This design comes from an exercise in tuning for small area, a short achievable clock period and few clock cycles per item on the open sky130 flow, not from production work. The RTL was checked by simulation tests, not by an equivalence proof against the original design. No driver is modelled on the clock port, so clocking that relies on it looks cheaper here than on a real chip. Power figures rest on the tool's default switching activity, not on a simulated workload.

## alu
module alu(
    input wire clk,
    input wire reset,
    input wire start,
    input wire [1:0] op_select,    
    input wire [15:0] op1,
    input wire [7:0] op2,
    output reg [15:0] res,
    output reg done
);
    wire [15:0] mx, my;
    mul8s_tree u_mul (.a(op1[7:0]), .b(op2), .x(mx), .y(my));
    wire [15:0] sum;
    addsub u_add (.mul(op_select[1]), .sub(op_select[0]), .a(op1), .b(op2),
                  .mx(mx), .my(my), .y(sum));
    reg        s1, s2;       
    reg  [7:0] rem_r;        
    reg  [5:0] q_r;          
    always @(posedge clk or posedge reset)
        if (reset) begin
            s1 <= 1'b0;
            s2 <= 1'b0;
        end else begin
            s1 <= start & op_select[1] & op_select[0];
            s2 <= s1;
        end
    wire [2:0] n = s2 ? {op1[1:0], 1'b0} : s1 ? op1[4:2] : op1[7:5];
    wire [7:0] rem [0:3];
    wire [2:0] q;
    assign rem[0] = (s1 | s2) ? rem_r : op1[15:8];
    genvar i;
    generate
        for (i = 0; i < 3; i = i + 1) begin : rows
            divrow u (.t({rem[i], n[2-i]}), .d(op2), .c(q[2-i]), .r(rem[i+1]));
        end
    endgenerate
    always @(posedge clk) begin
        rem_r <= rem[3];
        q_r   <= {q_r[2:0], q};
    end
    always @(*) begin
        if (op_select == 2'b11) begin
            res  = {q_r, q[2:1], rem[2]};
            done = s2;
        end else begin
            res  = sum;
            done = 1'b1;
        end
    end
endmodule
Size: roughly 46 I/O pins, ~4100 um^2 of cells after synthesis.
Settings: LEC_CHECK=0, CAP_MARGIN=20, CORE_MARGIN=2, CORE_UTILIZATION=40, SLEW_MARGIN=20; clock period 14.0 ns.
standard.sh (not shown) runs the stock make flow with config.mk's settings and CLKGATE_MAP_FILE= SYNTH_SCRIPT=/design/flow/synth_recipe.tcl, a recipe that flattens the netlist after the stock synthesis.
==> flow/flow/run.sh <==
#!/bin/bash
# Layout flow: the standard synthesis, then the combinational logic re-mapped
# by ABC (flip-flops untouched), then the standard ORFS flow from floorplan on.
# Each tool's output goes to a log file of its own in the work folder.
set -euo pipefail
W=$(pwd)
F=$W/flow
R=$W/orfs/results/${FLOW_PLATFORM}/alu/base
ABC_D=$(cat $F/abc_delay_ps)
bash standard.sh synth > $W/log_1_standard_synth.txt 2>&1
cp $R/1_2_yosys.v $W/standard_1_2_yosys.v
DU=$(make -s -C $FLOW_HOME DESIGN_CONFIG=$FLOW_CONFIG WORK_HOME=$W/orfs print-DONT_USE_CELLS | sed 's/^DONT_USE_CELLS: //')
printf 'set_driving_cell sky130_fd_sc_hd__buf_1\nset_load 5\n' > $W/abc.constr
sed "s/{D}/-D $ABC_D/g" $F/s.abc > $W/resynth.abc
RS_IN=$W/standard_1_2_yosys.v RS_OUT=$W/resynth.v \
  RS_LIB=$FLOW_HOME/platforms/${FLOW_PLATFORM}/lib/sky130_fd_sc_hd__tt_025C_1v80.lib \
  RS_DONTUSE="$DU" RS_D=$ABC_D RS_SCRIPT=$W/resynth.abc RS_CONSTR=$W/abc.constr \
  RS_KEEP_FA=$(cat $F/keep_fa 2>/dev/null || echo 0) yosys -c $F/resynth.tcl > $W/log_2_resynth.txt 2>&1
cp $W/resynth.v $R/1_2_yosys.v
rm -f $R/1_synth.odb $R/1_synth.sdc
if [[ -f $F/orfs_env ]]; then source $F/orfs_env; fi
bash standard.sh finish > $W/log_3_standard_finish.txt 2>&1
==> flow/flow/abc_delay_ps <==
3800
==> flow/flow/orfs_env <==
export BUFFER_PORTS_ARGS="-buffer_cell sky130_fd_sc_hd__buf_2"
Other scripts of this flow, unchanged in this note and not shown: flow/flow/keep_fa, flow/flow/resynth.tcl, flow/flow/s.abc
The baseline finished with timing, DRC and antenna clean.
Testbench counts at the start, summed over its fixed seeds: cycles 11,944, ops 8,000.
Edit:
==> flow/flow/abc_delay_ps (replaced) <==
4500
The changed run produced a clean layout.
Power went down by a few percent.
Sequential share of layout area went up by 0.22 points.
Die area went down slightly.
Setup slack improved by 0.18 ns.
Global-route usage went down by 2.0 points.
Combinational power went down by a little under a tenth.
Design area went down by a few percent.
Via count went down by a few percent.
Edit:
==> flow/flow/abc_delay_ps (replaced) <==
5500
After rerunning: Flip-flop and latch count stays the same; clock power is higher by about 2%; non-clock buffer count stays the same; synthesized area is lower by about 5.5%; routed wire length came out higher by 2.9%; global-route usage grows by 2.2 points; cell area fell by 3.6%; via count is about the same; hold slack is about the same; power is lower by 5.3%; setup slack is worse by 0.54 ns.
Edit:
==> flow/flow/abc_delay_ps (replaced) <==
4500
==> flow/flow/orfs_env (replaced) <==
export BUFFER_PORTS_ARGS="-buffer_cell sky130_fd_sc_hd__buf_1"
CTS_BUF_LIST = sky130_fd_sc_hd__clkbuf_4   (was not set)
Effect:
- die area increases by 5.6%
- register-to-register slack gets better by 1.1 ns
- non-clock buffer count came out higher by 3
- clock-buffer cell count came out lower by 1
- routed wire length goes down by 1.5%
- power came out higher by 3.2%
- worst hold slack stays flat
- area after synthesis grows by 5.9%
- clock power came out lower by 36%
Edit:
CTS_BUF_LIST = not set   (was sky130_fd_sc_hd__clkbuf_4)
=> The new run ran to the end with no violations. Sequential power hardly moves. Via count goes up by 0.40%. Wire length barely changes. Cell area increases by 0.67%. Worst setup slack hardly moves. Sequential share of layout area hardly moves. Register-to-register slack hardly moves. Cell count is unchanged. Combinational power hardly moves. Count of clock-buffer cells in the layout rose by 1.
Edit:
--- a/flow/flow/run.sh
+++ b/flow/flow/run.sh
@@ -21,2 +21,9 @@
 if [[ -f $F/orfs_env ]]; then source $F/orfs_env; fi
-bash standard.sh finish > $W/log_3_standard_finish.txt 2>&1
+bash standard.sh cts > $W/log_3_standard_cts.txt 2>&1
+# upsize weak high-fanout drivers on the worst paths, then legalize
+SZ_IN=$R/4_cts.odb SZ_SDC=$R/4_cts.sdc SZ_OUT=$W/4_cts_sized.odb \
+  SZ_LIB=$FLOW_HOME/platforms/${FLOW_PLATFORM}/lib/sky130_fd_sc_hd__tt_025C_1v80.lib \
+  SZ_RC=$FLOW_HOME/platforms/${FLOW_PLATFORM}/setRC.tcl \
+  openroad -no_init -exit $F/size_critical.tcl > $W/log_4_size_critical.txt 2>&1
+cp $W/4_cts_sized.odb $R/4_cts.odb
+bash standard.sh finish > $W/log_5_standard_finish.txt 2>&1
==> flow/flow/orfs_env (replaced) <==
export BUFFER_PORTS_ARGS="-buffer_cell sky130_fd_sc_hd__buf_2"
==> flow/flow/size_critical.tcl (new file) <==
# Upsize weak, high-fanout drivers on the worst setup paths after CTS, then
# legalize. env: SZ_IN (odb), SZ_SDC, SZ_OUT (odb), SZ_LIB, SZ_RC (setRC.tcl)
read_db $::env(SZ_IN)
read_liberty $::env(SZ_LIB)
read_sdc $::env(SZ_SDC)
source $::env(SZ_RC)
set_propagated_clock [all_clocks]
estimate_parasitics -placement
puts "before: worst slack [worst_slack -max]"
set done {}
for {set pass 0} {$pass < 3} {incr pass} {
  set changed 0
  foreach path [find_timing_paths -path_delay max -group_path_count 30 -endpoint_path_count 1 -sort_by_slack] {
    foreach pt [get_property $path points] {
      set pin [get_property $pt pin]
      if {[get_property $pin direction] ne "output"} continue
      set inst [get_cells -of_objects $pin]
      set name [get_full_name $inst]
      if {[lsearch -exact $done $name] >= 0} continue
      set ref [get_property $inst ref_name]
      if {![regexp {^(sky130_fd_sc_hd__(?:buf|inv|clkinv|nand2|nor2))_(0|1)$} $ref -> fam strength]} continue
      set net [get_nets -of_objects $pin]
      set fo [llength [get_pins -of_objects $net -filter "direction==input"]]
      if {$fo < 6} continue
      set new ${fam}_4
      if {[get_lib_cells -quiet */$new] eq ""} { set new ${fam}_2 }
      replace_cell $inst [get_lib_cells */$new]
      lappend done $name
      incr changed
      puts "upsized $name $ref -> $new (fanout $fo)"
    }
  }
  estimate_parasitics -placement
  if {!$changed} break
}
puts "after: worst slack [worst_slack -max]"
detailed_placement
check_placement
estimate_parasitics -placement
puts "after legalize: worst slack [worst_slack -max]"
write_db $::env(SZ_OUT)
- count of clock-buffer cells in the layout does not change
- sequential power stays flat
- register-to-register slack improved by 0.29 ns
- sequential cell count does not change
- clock skew goes up by 0.0059 ns
- setup slack is better by 0.46 ns

Another version of the RTL of alu (not shown whole).
Size: about 900 cells after synthesis, about 0.0048 sq mm of cells after synthesis.
==> flow/config.mk <==
export PLATFORM = sky130hd
export DESIGN_NAME = alu
export DESIGN_NICKNAME = alu
export VERILOG_FILES = /design/flow/design.v
export SDC_FILE = /design/flow/constraint.sdc
export NUM_CORES = 4
export LEC_CHECK = 0
export CAP_MARGIN = 20
export CORE_MARGIN = 2
export CORE_UTILIZATION = 40
export SLEW_MARGIN = 20
==> flow/constraint.sdc <==
create_clock -name core_clock -period 14.0 [get_ports {clk}]
set_input_delay 2.8000 -clock core_clock [delete_from_list [all_inputs] [get_ports {clk}]]
set_output_delay 2.8000 -clock core_clock [all_outputs]
set_load 0.01 [all_outputs]
==> flow/flow/run.sh <==
#!/bin/bash
# Layout flow: the standard synthesis, then the combinational logic re-mapped
# by ABC (flip-flops untouched), then the standard ORFS flow from floorplan on.
# Each tool's output goes to a log file of its own in the work folder.
set -euo pipefail
W=$(pwd)
F=$W/flow
R=$W/orfs/results/${FLOW_PLATFORM}/alu/base
ABC_D=$(cat $F/abc_delay_ps)
bash standard.sh synth > $W/log_1_standard_synth.txt 2>&1
cp $R/1_2_yosys.v $W/standard_1_2_yosys.v
DU=$(make -s -C $FLOW_HOME DESIGN_CONFIG=$FLOW_CONFIG WORK_HOME=$W/orfs print-DONT_USE_CELLS | sed 's/^DONT_USE_CELLS: //')
printf 'set_driving_cell sky130_fd_sc_hd__buf_1\nset_load 5\n' > $W/abc.constr
sed "s/{D}/-D $ABC_D/g" $F/s.abc > $W/resynth.abc
RS_IN=$W/standard_1_2_yosys.v RS_OUT=$W/resynth.v \
  RS_LIB=$FLOW_HOME/platforms/${FLOW_PLATFORM}/lib/sky130_fd_sc_hd__tt_025C_1v80.lib \
  RS_DONTUSE="$DU" RS_D=$ABC_D RS_SCRIPT=$W/resynth.abc RS_CONSTR=$W/abc.constr \
  yosys -c $F/resynth.tcl > $W/log_2_resynth.txt 2>&1
cp $W/resynth.v $R/1_2_yosys.v
rm -f $R/1_synth.odb $R/1_synth.sdc
if [[ -f $F/orfs_env ]]; then source $F/orfs_env; fi
bash standard.sh finish > $W/log_3_standard_finish.txt 2>&1
==> flow/flow/abc_delay_ps <==
3500
==> flow/flow/orfs_env <==
export BUFFER_PORTS_ARGS="-buffer_cell sky130_fd_sc_hd__buf_2"
==> flow/flow/resynth.tcl <==
# Re-map the combinational logic of the standard synthesis netlist with ABC.
# The flip-flops are left as they are (same instances, names and cell types).
# env: RS_IN (netlist in), RS_OUT (netlist out), RS_LIB, RS_DONTUSE, RS_D (ABC delay target, ps),
#      RS_SCRIPT (optional ABC script)
yosys -import
set lib $::env(RS_LIB)
set du {}
foreach c $::env(RS_DONTUSE) { lappend du -dont_use $c }
read_liberty -ignore_miss_func $lib
# keep the sequential and tie cells as black boxes
foreach m [split [string trim [tee -q -s result.string select -list-mod sky130_fd_sc_hd__df* sky130_fd_sc_hd__conb_*]] "\n"] {
  blackbox $m
}
read_verilog $::env(RS_IN)
hierarchy -top alu
flatten alu
select -module alu
opt -purge
select -clear
hierarchy -top alu
set abc_args [list -liberty $lib {*}$du -D $::env(RS_D)]
if {[info exists ::env(RS_SCRIPT)] && $::env(RS_SCRIPT) ne ""} { lappend abc_args -script $::env(RS_SCRIPT) }
if {[info exists ::env(RS_CONSTR)] && $::env(RS_CONSTR) ne ""} { lappend abc_args -constr $::env(RS_CONSTR) }
abc {*}$abc_args
opt_clean -purge
hilomap -singleton -hicell sky130_fd_sc_hd__conb_1 HI -locell sky130_fd_sc_hd__conb_1 LO
splitnets
opt_clean -purge
tee -o $::env(RS_OUT).stat stat -liberty $lib
write_verilog -noattr -noexpr -nohex -nodec $::env(RS_OUT)
==> flow/flow/s.abc <==
strash
dch -f
map {D}
topo
buffer -p
upsize {D}
dnsize {D}
stime -p
The baseline completed with no timing, DRC or antenna violations.
Testbench counts at the start, summed over its fixed seeds: cycles 9,972, ops 8,000.
Change:
--- a/flow/flow/run.sh
+++ b/flow/flow/run.sh
@@ -18 +18 @@
-  yosys -c $F/resynth.tcl > $W/log_2_resynth.txt 2>&1
+  RS_KEEP_FA=$(cat $F/keep_fa 2>/dev/null || echo 0) yosys -c $F/resynth.tcl > $W/log_2_resynth.txt 2>&1
==> flow/flow/abc_delay_ps (replaced) <==
3000
==> flow/flow/keep_fa (new file) <==
1
--- a/flow/flow/resynth.tcl
+++ b/flow/flow/resynth.tcl
@@ -15,0 +16,14 @@
+# Keep the full-adder cells that no flip-flop feeds (the multiplier's tree) as they are.
+if {[info exists ::env(RS_KEEP_FA)] && $::env(RS_KEEP_FA)} {
+  set fh [open $::env(RS_IN) r]; set ntxt [read $fh]; close $fh
+  set fft [lsort -unique [regexp -all -inline {sky130_fd_sc_hd__df[a-z0-9_]+} $ntxt]]
+  set ffsel {}
+  set rules {}
+  foreach m $fft { lappend ffsel "alu/t:$m"; append rules ":-${m}\[D,RESET_B,SET_B\]" }
+  select -set ffs {*}$ffsel
+  select -set regcone @ffs %co*$rules
+  select -set keepfa alu/t:sky130_fd_sc_hd__fa_1 @regcone %d
+  select -count @keepfa
+  setattr -set keep_hierarchy 1 @keepfa
+  select -clear
+}
@@ -25,0 +40,3 @@
+if {[info exists ::env(RS_KEEP_FA)] && $::env(RS_KEEP_FA)} {
+  blackbox sky130_fd_sc_hd__fa_1
+}
==> flow/flow/s.abc (replaced) <==
strash
&get -n
&fraig -x
&put
scorr
dc2
strash
dch -f
balance
resub -K 6
rewrite
resub -K 6 -N 2
refactor
resub -K 8
balance
resub -K 8 -N 2
rewrite
resub -K 10
rewrite -z
resub -K 10 -N 2
balance
resub -K 12
refactor -z
resub -K 12 -N 2
rewrite -z
balance
dch -f
map {D}
topo
buffer -p
upsize {D}
dnsize {D}
stime -p
Settings changed: CTS_BUF_LIST set to sky130_fd_sc_hd__clkbuf_4.
After rerunning: First-iteration DRC count decreases by 52%. Clock skew barely changes. Hold slack improves by 0.033 ns. Final area decreases by 9.4%. Synthesized cell count decreases by 19%. Setup slack degrades by 0.95 ns. Total power decreases by 18%.
Change:
==> flow/flow/orfs_env (replaced) <==
export BUFFER_PORTS_ARGS="-buffer_cell sky130_fd_sc_hd__buf_1"
What happened: Synthesized cell count does not change. Worst setup slack improved by 0.079 ns. Register-to-register slack improved by 0.25 ns. Sequential cell count stays the same. Utilization hardly moves. Via count barely changes. Final area barely changes. Cell count came out higher by 0.90%.
Change:
--- a/flow/flow/run.sh
+++ b/flow/flow/run.sh
@@ -18 +18 @@
-  RS_KEEP_FA=$(cat $F/keep_fa 2>/dev/null || echo 0) yosys -c $F/resynth.tcl > $W/log_2_resynth.txt 2>&1
+  yosys -c $F/resynth.tcl > $W/log_2_resynth.txt 2>&1
==> flow/flow/orfs_env (replaced) <==
export BUFFER_PORTS_ARGS="-buffer_cell sky130_fd_sc_hd__buf_2"
--- a/flow/flow/resynth.tcl
+++ b/flow/flow/resynth.tcl
@@ -16,14 +15,0 @@
-# Keep the full-adder cells that no flip-flop feeds (the multiplier's tree) as they are.
-if {[info exists ::env(RS_KEEP_FA)] && $::env(RS_KEEP_FA)} {
-  set fh [open $::env(RS_IN) r]; set ntxt [read $fh]; close $fh
-  set fft [lsort -unique [regexp -all -inline {sky130_fd_sc_hd__df[a-z0-9_]+} $ntxt]]
-  set ffsel {}
-  set rules {}
-  foreach m $fft { lappend ffsel "alu/t:$m"; append rules ":-${m}\[D,RESET_B,SET_B\]" }
-  select -set ffs {*}$ffsel
-  select -set regcone @ffs %co*$rules
-  select -set keepfa alu/t:sky130_fd_sc_hd__fa_1 @regcone %d
-  select -count @keepfa
-  setattr -set keep_hierarchy 1 @keepfa
-  select -clear
-}
@@ -40,3 +25,0 @@
-if {[info exists ::env(RS_KEEP_FA)] && $::env(RS_KEEP_FA)} {
-  blackbox sky130_fd_sc_hd__fa_1
-}
Settings changed: CORE_UTILIZATION 40 to 60, CTS_CLUSTER_DIAMETER set to 300, CTS_CLUSTER_SIZE set to 30, PLACE_DENSITY set to 0.7.
removed: flow/flow/keep_fa
Effect: Die area falls by a quarter to a third; setup slack is worse by 0.085 ns; sequential cell count is unchanged; count of clock-buffer cells in the layout stays the same; design area rises slightly; total power rises by a little under a tenth.

==> what the ideal ports hide <==
In the flow no input, the clock included, has a driving cell. The finished layouts below were timed again as built, in two steps.
Step 1 (the two cells are an assumption about what drives the block):
set clk [get_ports {clk}]
set_driving_cell -lib_cell sky130_fd_sc_hd__clkbuf_16 $clk
set_driving_cell -lib_cell sky130_fd_sc_hd__buf_2 [delete_from_list [all_inputs] $clk]
Step 2 moves the port delays by t, midway between the first and last clock arrival at a register: inputs arrive t later, outputs are due t later. That takes back most of the time a late clock gives input paths.
Slacks: ideal / step 1 / step 2; pairs: ideal / step 1.
| run | shift t [ns] | setup slack, ns | worst setup path after step 2 | worst data-port slew with drivers (ns) | cell pins on the clock port's net |
|---|---|---|---|---|---|
| the first run of note 1 | 0.283 | 3.549 / 3.528 / 3.528 | input to output | 0.04 | 1 |
| the second run of note 1 | 0.285 | 3.729 / 3.704 / 3.704 | input to output | 0.04 | 1 |
| the third run of note 1 | 0.288 | 3.187 / 3.167 / 3.167 | input to output | 0.04 | 1 |
| the fourth run of note 1 | 0.328 | 3.308 / 3.275 / 3.275 | input to output | 0.03 | 1 |
| the fifth run of note 1 | 0.284 | 3.309 / 3.279 / 3.279 | input to output | 0.03 | 1 |
| the sixth run of note 1 | 0.285 | 3.766 / 3.741 / 3.741 | input to output | 0.04 | 1 |
| the first run of note 2 | 0.273 | 2.840 / 2.819 / 2.819 | input to output | 0.03 | 1 |
| the second run of note 2 | 0.315 | 1.893 / 1.872 / 1.872 | input to output | 0.03 | 1 |
| the third run of note 2 | 0.311 | 1.972 / 1.949 / 1.949 | input to output | 0.04 | 1 |
| the fourth run of note 2 | 0.310 | 1.887 / 1.860 / 1.860 | input to output | 0.03 | 1 |
After both steps setup and hold are still met in every run listed. For the fourth run of note 1, which loses most, drivers alone change the setup slack by -0.033 ns; drivers and shift together by -0.033 ns.
